Background: an optimization exercise with open tools, aiming at small area. Do not read the settings as production practice.
No functional check of the RTL was part of any run shown here.

==> flow/design.v (outline; a module is shown in full before it is edited, if it fits) <==
// module mulNbit: 881 lines
// module ainv: 5 lines
// module ainvr: 5 lines
// module bxor: 5 lines
// module bxnor: 5 lines
// module btwon: 5 lines
// module bencn: 6 lines
// module bseln: 5 lines
// module fa: 6 lines
module mulNbit(a, b, clk, cin, rst, sum, cout);
  // ...
==> flow/flow/run.sh <==
#!/bin/bash
# The standard layout (standard.sh) with two changes:
#  - after the standard synthesis, every combinational cell is set to the
#    smallest drive strength of its family (flow/downsize.py); the resizer
#    in placement, CTS and routing upsizes what timing needs;
#  - the port buffers are the smallest buffer cell;
#  - after global routing, non-critical cells are downsized (RECOVER_POWER).
set -euo pipefail
ARGS=(BUFFER_PORTS_ARGS="-buffer_cell sky130_fd_sc_hd__buf_1" RECOVER_POWER=100)
R=orfs/results/sky130hd/mulNbit/base
bash standard.sh "${ARGS[@]}" synth > synth.log 2>&1
cp $R/1_2_yosys.v 1_2_yosys.standard.v
python3 flow/downsize.py "$FLOW_HOME/platforms/sky130hd/lib/sky130_fd_sc_hd__tt_025C_1v80.lib" $R/1_2_yosys.v > downsize.log 2>&1
rm -f $R/1_synth.odb $R/1_synth.sdc
bash standard.sh "${ARGS[@]}" finish > standard.log 2>&1
==> flow/flow/downsize.py <==
#!/usr/bin/env python3
"""Set every combinational cell of the synthesized netlist to the smallest
drive strength of its family (same function, same pins); the placement and
routing steps' resizer then upsizes whatever timing needs.
usage: downsize.py LIB NETLIST  (rewrites NETLIST in place)"""
import re
import sys
import collections

lib = open(sys.argv[1]).read()
cells = {}
for m in re.finditer(r'\n\s*cell\s*\(\s*"?(\w+)"?\s*\)\s*\{', lib):
    name = m.group(1)
    start = m.end()
    nxt = lib.find('\n    cell (', start)
    body = lib[start:nxt if nxt > 0 else len(lib)]
    am = re.search(r'area\s*:\s*([\d.]+)', body)
    pins = tuple(sorted(re.findall(r'pin\s*\(\s*"?(\w+)"?\s*\)', body)))
    ff = 'ff (' in body or 'ff(' in body or 'latch' in body
    cells[name] = (float(am.group(1)) if am else 0.0, pins, ff)
fam = collections.defaultdict(list)
for name, (area, pins, ff) in cells.items():
    m = re.match(r'(sky130_fd_sc_hd__\w+?)_(\d+)$', name)
    if m:
        fam[(m.group(1), pins)].append((area, int(m.group(2)), name))
best = {}
for (base, pins), lst in fam.items():
    lst.sort()
    for area, n, name in lst:
        best[name] = lst[0][2]
net = open(sys.argv[2]).read()
count = collections.Counter()


def rep(m):
    name = m.group(1)
    if name not in cells or cells[name][2]:
        return m.group(0)
    if name.startswith(('sky130_fd_sc_hd__clkbuf', 'sky130_fd_sc_hd__conb')):
        return m.group(0)
    b = best.get(name, name)
    if cells[b][0] >= cells[name][0]:
        b = name
    if b != name:
        count[(name, b)] += 1
    return m.group(0).replace(name, b, 1)


net = re.sub(r'^\s*(sky130_fd_sc_hd__\w+)\s', rep, net, flags=re.M)
open(sys.argv[2], 'w').write(net)
for (a, b), n in sorted(count.items()):
    print('%4d %s -> %s' % (n, a, b))
==> flow/standard.sh <==
#!/bin/bash
# synth_recipe.tcl (not shown) runs the flow's synth.tcl, then flattens the netlist and writes it again
# the make line also repeats each setting of config.mk as NAME=value (left out here)
make -C /OpenROAD-flow-scripts/flow DESIGN_CONFIG=/design/flow/config.mk WORK_HOME=/design/flow/orfs CLKGATE_MAP_FILE= SYNTH_SCRIPT=/design/flow/synth_recipe.tcl "${@:-finish}"
==> flow/config.mk <==
export PLATFORM = sky130hd
export DESIGN_NAME = mulNbit
export DESIGN_NICKNAME = mulNbit
export VERILOG_FILES = /design/flow/design.v
export SDC_FILE = /design/flow/constraint.sdc
export NUM_CORES = 4
export LEC_CHECK = 0
export CAP_MARGIN = 10
export CORE_MARGIN = 2
export CORE_UTILIZATION = 60
export CTS_BUF_LIST = sky130_fd_sc_hd__clkbuf_4 sky130_fd_sc_hd__clkbuf_8
export GPL_TIMING_DRIVEN = 0
export PLACE_DENSITY = 0.8
export SETUP_SLACK_MARGIN = 0.05
export SLEW_MARGIN = 10
export SYNTH_HIERARCHICAL = 1
export SYNTH_MINIMUM_KEEP_SIZE = 0
==> flow/constraint.sdc <==
create_clock -name core_clock -period 8.5 [get_ports {clk}]
set_input_delay 1.7000 -clock core_clock [delete_from_list [all_inputs] [get_ports {clk}]]
set_output_delay 1.7000 -clock core_clock [all_outputs]
set_load 0.01 [all_outputs]
==> results by group, run 1 <==
Worst setup path
  – Crit Path Category: in2reg
  – Arrival @ worst endpoint: 8440 ps
  – Worst setup SP type: primary input
  – CP Cell Sequence: buf_2 > buf_12 > xor2_1 > nand2b_1 > o22ai_1 > xor2_1 > fa_1 > fa_1 > fa_1 > fa_1 > fa_1 > fa_1 > fa_1 > xnor2_1 > xnor2_1 > xnor2_1 > xnor2_1 > xnor2_1 > xnor2_1 > xnor2_1
  – Crit-path max FO: 30

Place
  – Instance area at placement: 11770 um2

STA
  – Final min period: 8188 ps
  – Period utilization: 96.33%
  – RSZ-0062 raised after global routing: no

Synth
  – Synthesis Warnings: 7

Global routing
  – Initial antenna violation count: 0
  – Met1 GRT Util: 43.18%
  – Total grt overflow: 0
  – First-pass GRT wire length: 52600 um

Clocking
  – Post-cts hold buffer count: 0
  – Clock-pin slew on the worst setup and hold paths: 80 ps
  – CTS Buf Count: 5

Floorplanning
  – I/O pin cnt: 100
  – Die W: 139.6 um

Layout
  – Non-clock buffers: 103
  – Most frequent cells in the layout: xor2_1 (309), o22ai_1 (271), fa_1 (233)

Hold path
  – Hold-critical path endpoint: sum[3]
  – Worst hold path depth: 4

Outcome
  – Status: finished clean
==> run 2, diff against run 1 <==
--- a/flow/design.v
+++ b/flow/design.v
@@ -475,18 +475,18 @@
   fa u_fa43 (.x(c495), .y(s504), .z(s506), .s(s510), .c(c511));
   fa u_fa44 (.x(c497), .y(c499), .z(s508), .s(s512), .c(c513));
   fa u_fa45 (.x(s510), .y(c501), .z(s512), .s(s514), .c(c515));
   fa u_fa46 (.x(pp127), .y(pp159), .z(pp189), .s(s516), .c(c517));
   fa u_fa47 (.x(pp217), .y(pp243), .z(pp267), .s(s518), .c(c519));
   fa u_fa48 (.x(pp289), .y(pc308), .z(pp309), .s(s520), .c(c521));
   fa u_fa49 (.x(c505), .y(c507), .z(s516), .s(s522), .c(c523));
   fa u_fa50 (.x(s518), .y(s520), .z(c509), .s(s524), .c(c525));
-  fa u_fa51 (.x(c511), .y(s522), .z(c513), .s(s526), .c(c527));
-  fa u_fa52 (.x(s524), .y(c515), .z(s526), .s(s528), .c(c529));
+  fa u_fa51 (.x(c511), .y(s522), .z(s524), .s(s526), .c(c527));
+  fa u_fa52 (.x(c513), .y(s526), .z(c515), .s(s528), .c(c529));
   fa u_fa53 (.x(pp327), .y(pp128), .z(pp160), .s(s530), .c(c531));
   fa u_fa54 (.x(pp190), .y(pp218), .z(pp244), .s(s532), .c(c533));
   fa u_fa55 (.x(pp268), .y(pp290), .z(pp310), .s(s534), .c(c535));
   fa u_fa56 (.x(c517), .y(c519), .z(c521), .s(s536), .c(c537));
   fa u_fa57 (.x(s530), .y(s532), .z(s534), .s(s538), .c(c539));
   fa u_fa58 (.x(c523), .y(s536), .z(s538), .s(s540), .c(c541));
   fa u_fa59 (.x(c525), .y(s540), .z(c527), .s(s542), .c(c543));
   fa u_fa60 (.x(pp129), .y(pp161), .z(pp191), .s(s544), .c(c545));
@@ -581,18 +581,18 @@
   fa u_fa149 (.x(pp200), .y(pp228), .z(pp254), .s(s722), .c(c723));
   fa u_fa150 (.x(pp278), .y(pp300), .z(pp320), .s(s724), .c(c725));
   fa u_fa151 (.x(pp338), .y(pp354), .z(pp368), .s(s726), .c(c727));
   fa u_fa152 (.x(pp380), .y(pp390), .z(c697), .s(s728), .c(c729));
   fa u_fa153 (.x(c699), .y(c701), .z(c703), .s(s730), .c(c731));
   fa u_fa154 (.x(s720), .y(s722), .z(s724), .s(s732), .c(c733));
   fa u_fa155 (.x(s726), .y(c705), .z(c707), .s(s734), .c(c735));
   fa u_fa156 (.x(c709), .y(s728), .z(s730), .s(s736), .c(c737));
-  fa u_fa157 (.x(s732), .y(c711), .z(c713), .s(s738), .c(c739));
-  fa u_fa158 (.x(s734), .y(s736), .z(c715), .s(s740), .c(c741));
+  fa u_fa157 (.x(s732), .y(c711), .z(s734), .s(s738), .c(c739));
+  fa u_fa158 (.x(c713), .y(s736), .z(c715), .s(s740), .c(c741));
   fa u_fa159 (.x(s738), .y(c717), .z(s740), .s(s742), .c(c743));
   fa u_fa160 (.x(pp139), .y(pp171), .z(pp201), .s(s744), .c(c745));
   fa u_fa161 (.x(pp229), .y(pp255), .z(pp279), .s(s746), .c(c747));
   fa u_fa162 (.x(pp301), .y(pp321), .z(pp339), .s(s748), .c(c749));
   fa u_fa163 (.x(pp355), .y(pp369), .z(pp381), .s(s750), .c(c751));
   fa u_fa164 (.x(pp391), .y(pc398), .z(pp399), .s(s752), .c(c753));
   fa u_fa165 (.x(c721), .y(c723), .z(c725), .s(s754), .c(c755));
   fa u_fa166 (.x(c727), .y(s744), .z(s746), .s(s756), .c(c757));
@@ -635,17 +635,17 @@
   fa u_fa203 (.x(pp342), .y(pp358), .z(pp372), .s(s830), .c(c831));
   fa u_fa204 (.x(pp384), .y(pp394), .z(pp402), .s(s832), .c(c833));
   fa u_fa205 (.x(pp408), .y(c797), .z(c799), .s(s834), .c(c835));
   fa u_fa206 (.x(c801), .y(c803), .z(c805), .s(s836), .c(c837));
   fa u_fa207 (.x(s824), .y(s826), .z(s828), .s(s838), .c(c839));
   fa u_fa208 (.x(s830), .y(s832), .z(c807), .s(s840), .c(c841));
   fa u_fa209 (.x(c809), .y(c811), .z(s834), .s(s842), .c(c843));
   fa u_fa210 (.x(s836), .y(s838), .z(c813), .s(s844), .c(c845));
-  fa u_fa211 (.x(c815), .y(s840), .z(s842), .s(s846), .c(c847));
+  fa u_fa211 (.x(s840), .y(c815), .z(s842), .s(s846), .c(c847));
   fa u_fa212 (.x(c817), .y(s844), .z(c819), .s(s848), .c(c849));
   fa u_fa213 (.x(s846), .y(c821), .z(s848), .s(s850), .c(c851));
   fa u_fa214 (.x(pp143), .y(pp175), .z(pp205), .s(s852), .c(c853));
   fa u_fa215 (.x(pp233), .y(pp259), .z(pp283), .s(s854), .c(c855));
   fa u_fa216 (.x(pp305), .y(pp325), .z(pp343), .s(s856), .c(c857));
   fa u_fa217 (.x(pp359), .y(pp373), .z(pp385), .s(s858), .c(c859));
   fa u_fa218 (.x(pp395), .y(pp403), .z(pp409), .s(s860), .c(c861));
   fa u_fa219 (.x(pc412), .y(pp413), .z(c825), .s(s862), .c(c863));
@@ -665,45 +665,45 @@
   assign x886 = pp326 ^ pp344;
   assign x887 = pp360 ^ pp374;
   assign x888 = pp386 ^ pp396;
   assign x889 = pp404 ^ pp410;
   assign x890 = pp414 ^ x882;
   assign x891 = x883 ^ x884;
   assign x892 = x885 ^ x886;
   assign x893 = x887 ^ x888;
-  assign x894 = x889 ^ c853;
-  assign x895 = c855 ^ c857;
-  assign x896 = c859 ^ c861;
-  assign x897 = x890 ^ x891;
-  assign x898 = x892 ^ x893;
+  assign x894 = x889 ^ x890;
+  assign x895 = x891 ^ x892;
+  assign x896 = x893 ^ c853;
+  assign x897 = c855 ^ c857;
+  assign x898 = c859 ^ c861;
   assign x899 = x894 ^ x895;
   assign x900 = x896 ^ x897;
-  assign x901 = x898 ^ c863;
-  assign x902 = c865 ^ x899;
-  assign x903 = c867 ^ c869;
-  assign x904 = x900 ^ x901;
+  assign x901 = x898 ^ x899;
+  assign x902 = x900 ^ c863;
+  assign x903 = c865 ^ c867;
+  assign x904 = c869 ^ x901;
   assign x905 = x902 ^ x903;
-  assign x906 = x904 ^ c871;
-  assign x907 = x905 ^ c873;
+  assign x906 = x904 ^ x905;
+  assign x907 = c871 ^ c873;
   assign x908 = x906 ^ x907;
   assign x909 = c875 ^ x908;
   assign x910 = x909 ^ c877;
   assign x911 = x910 ^ c879;
   assign x912 = x911 ^ c881;
   assign g913 = s462 & c455;
   assign p914 = s462 ^ c455;
   assign g915 = s470 & c463;
   assign p916 = s470 ^ c463;
   assign g917 = c481 & s490;
   assign p918 = c481 ^ s490;
   assign g919 = s514 & c503;
   assign p920 = s514 ^ c503;
-  assign g921 = c529 & s542;
-  assign p922 = c529 ^ s542;
+  assign g921 = s542 & c529;
+  assign p922 = s542 ^ c529;
   assign g923 = s574 & c559;
   assign p924 = s574 ^ c559;
   assign g925 = s610 & c593;
   assign p926 = s610 ^ c593;
   assign g927 = s650 & c631;
   assign p928 = s650 ^ c631;
   assign g929 = s694 & c673;
   assign p930 = s694 ^ c673;
==> flow/flow/run.sh (replaced) <==
#!/bin/bash
# The standard layout (standard.sh) with two changes:
#  - after the standard synthesis, every combinational cell is set to the
#    smallest drive strength of its family (flow/downsize.py); the resizer
#    in placement, CTS and routing upsizes what timing needs;
#  - the port buffers are the smallest buffer cell.
set -euo pipefail
ARGS=(BUFFER_PORTS_ARGS="-buffer_cell sky130_fd_sc_hd__buf_1")
R=orfs/results/sky130hd/mulNbit/base
bash standard.sh "${ARGS[@]}" synth > synth.log 2>&1
cp $R/1_2_yosys.v 1_2_yosys.standard.v
python3 flow/downsize.py "$FLOW_HOME/platforms/sky130hd/lib/sky130_fd_sc_hd__tt_025C_1v80.lib" $R/1_2_yosys.v > downsize.log 2>&1
rm -f $R/1_synth.odb $R/1_synth.sdc
bash standard.sh "${ARGS[@]}" finish > standard.log 2>&1
==> run 2 against run 1 <==
Still clean on timing, DRC and antenna. Synthesized cell count fell by 0.56%. Sequential share of layout area is essentially flat. Setup slack lost 67 ps. Final cell count fell by 0.36%. Die area about the same. Worst hold slack got worse by 180 ps. Count of clock-buffer cells in the layout decreased by 1. Non-clock buffer count up 1. Core utilization barely moved. Flip-flop and latch count did not move. Routed wire length shrank 1.6%.
==> results by group, run 2 <==
Synth
  – Synthesis Warnings: 7 (unchanged)
  – Syn Nets: 1372
  – Mapped Cells: 1056
  – Synth Cell Area: 11030 um2
  – Mean Syn Cell Area: 10.45 um2

Clocking
  – Post-cts hold buffer count: 0 (unchanged)
  – Clk buf depth: 2
  – Clock Sinks: 33
  – CTS Buf Count: 5 (unchanged)
  – Clock root buffer: clkbuf_8
  – Post-CTS Resized: 13
  – # H-tree levels: 2
  – Clock-pin slew on the worst setup and hold paths: 80 ps (about the same)
  – Setup Buffers After CTS: 0
  – CTS tree: yes

Drt
  – Final WL: 33170 um
  – Routed length per placed instance: 23.78 um
  – DRC: 0
  – Drt pass-1 iters: 6
  – Via count: 9679
  – Antenna-violating nets left: 0
  – Vias per std cell: 6.938
  – Detailed Route Iter0 Violations: 1259

Place
  – Instance area at placement: 11770 um2 (about the same)
  – RD Place Congestion: 0.9390
  – # placed instances: 1386
  – # port buffers: 98
  – DP HPWL: 23120 um
  – Place WS: -893.1 ps

STA
  – Final min period: 8255 ps (+67.09 ps)
  – Period utilization: 97.12% (+0.79 points)
  – Final setup viols: 0
  – Setup_tns: 0 ps
  – Worst-Margin Slew: 1123 ps
  – RSZ-0062 raised after global routing: yes
  – Fin. Hold Viols: 0
  – Fin Hold WS: 1878 ps
  – Slew Viols, Final: 0
  – Max Clk Rate: 0.1211 GHz
  – Worst setup margin: 244.8 ps
  – Max-slew headroom: 25.11%

Global routing
  – Total GRT Usage: 33.67%
  – Initial antenna violation count: 0 (unchanged)
  – Total grt overflow: 0 (unchanged)
  – Largest net degree at the start of global routing: 34
  – First-pass GRT wire length: 51700 um (-1.7%)
  – Vias in the first global route: 9714

Floorplanning
  – # rows: 49
  – Starting Density: 61.22%
  – Die W: 139.6 um (about the same)
  – Die height: 139.6 um
  – Die Area: 19490 um2
  – I/O pin cnt: 100 (unchanged)
  – Core area: 18020 um2

Worst setup path
  – Worst setup EP type: flop
  – Cell mode on critical path: fa_1
  – CP max-delay cell: inv_1
  – Crit-path max FO: 27 (-10%)
  – Bufs and invs on worst path: 2
  – Worst setup SP type: primary input
  – CP Cell Sequence: buf_2 > xor2_1 > inv_1 > o22ai_1 > xor2_1 > fa_1 > fa_1 > fa_1 > fa_1 > fa_1 > fa_1 > fa_1 > xnor2_1 > xnor2_1 > xnor2_1 > xnor3_1 > xnor2_1 > xnor2_1
  – Crit Path Category: in2reg
  – Crit-path max cell delay: 720 ps
  – Critical Path RT: 8740 ps
  – Arrival @ worst endpoint: 8500 ps (+60 ps)
  – Top cell family by delay on the critical path: adder cells

Layout
  – # nets final: 1481
  – Area growth, synth to finish: 8.368%
  – Final std cells w/o fill: 1395
  – Final instance area: 11960 um2
  – Max FFs per register: 32
  – Share of layout cells above drive strength 1: 4.717%
  – Most common cell after layout, fill and taps aside: xor2_1
  – Most frequent cells in the layout: xor2_1 (309), o22ai_1 (271), fa_1 (233)
  – Layout Utilization: 66.34%
  – # diodes: 0

Flow run
  – Max Cap Viol: 0

Outcome
  – Status: finished clean

Hold path
  – HP Class: in2reg
==> run 2: path summary, 6_finish.rpt <==
check / slack (ps) / to / cells after the start / startpoint
setup / recovery: 240 / cout / 18 / b[9]
hold / removal: 1880 / sum[1] / 3 / b[1]
==> run 2: layout make-up <==
type / instances / area, um2
Clock inverter: 2 / 10.01
Multi-Input combinational cell: 995 / 10350
Timing Repair Buffer: 102 / 459.2
Buffer: 2 / 8.758
Inverter: 26 / 101.3
Sequential cell: 33 / 660.6
Fill cell: 1432 / 6067
Tap cell: 229 / 286.5
Clock buffer: 6 / 76.32
==> run 2: per-layer routing <==
layer	up-vias	track usage, %	routed length (um)
met4	0	15.68	1709
met3	159	8.672	3962
met5	-	0	0
met1	4689	43.27	11730
met2	832	53.90	15770
li1	3999	-	-

[port drivers added, routing unchanged]
The results above use ideal ports. As a check the final layouts listed here were re-extracted and re-timed, cells and wires unchanged. Step 1 sets driving cells, clkbuf_16 on the clock port and buf_2 on the other inputs (assumed; they add their load-dependent delay and slew). Step 2 times the ports against the registers' clock, not the clock port: input delays grow and output delays shrink by t, the midpoint of the rising clock arrivals with the driver on. Slacks: ideal / step 1 / step 2; pairs: ideal / step 1.
| run | shift t [ns] | setup WS [ns] | clock arrival spread, ns |
|---|---|---|---|
| run 1 | 0.361 | 0.312 / 0.319 / -0.042 | 0.011 / 0.011 |
| run 2 | 0.352 | 0.245 / 0.254 / -0.099 | 0.011 / 0.011 |
With both steps, setup timing fails in run 1 and run 2, where it was met with ideal ports. The setup slack of run 1, which loses most, moves by +0.007 ns with the drivers and by -0.354 ns with both steps.
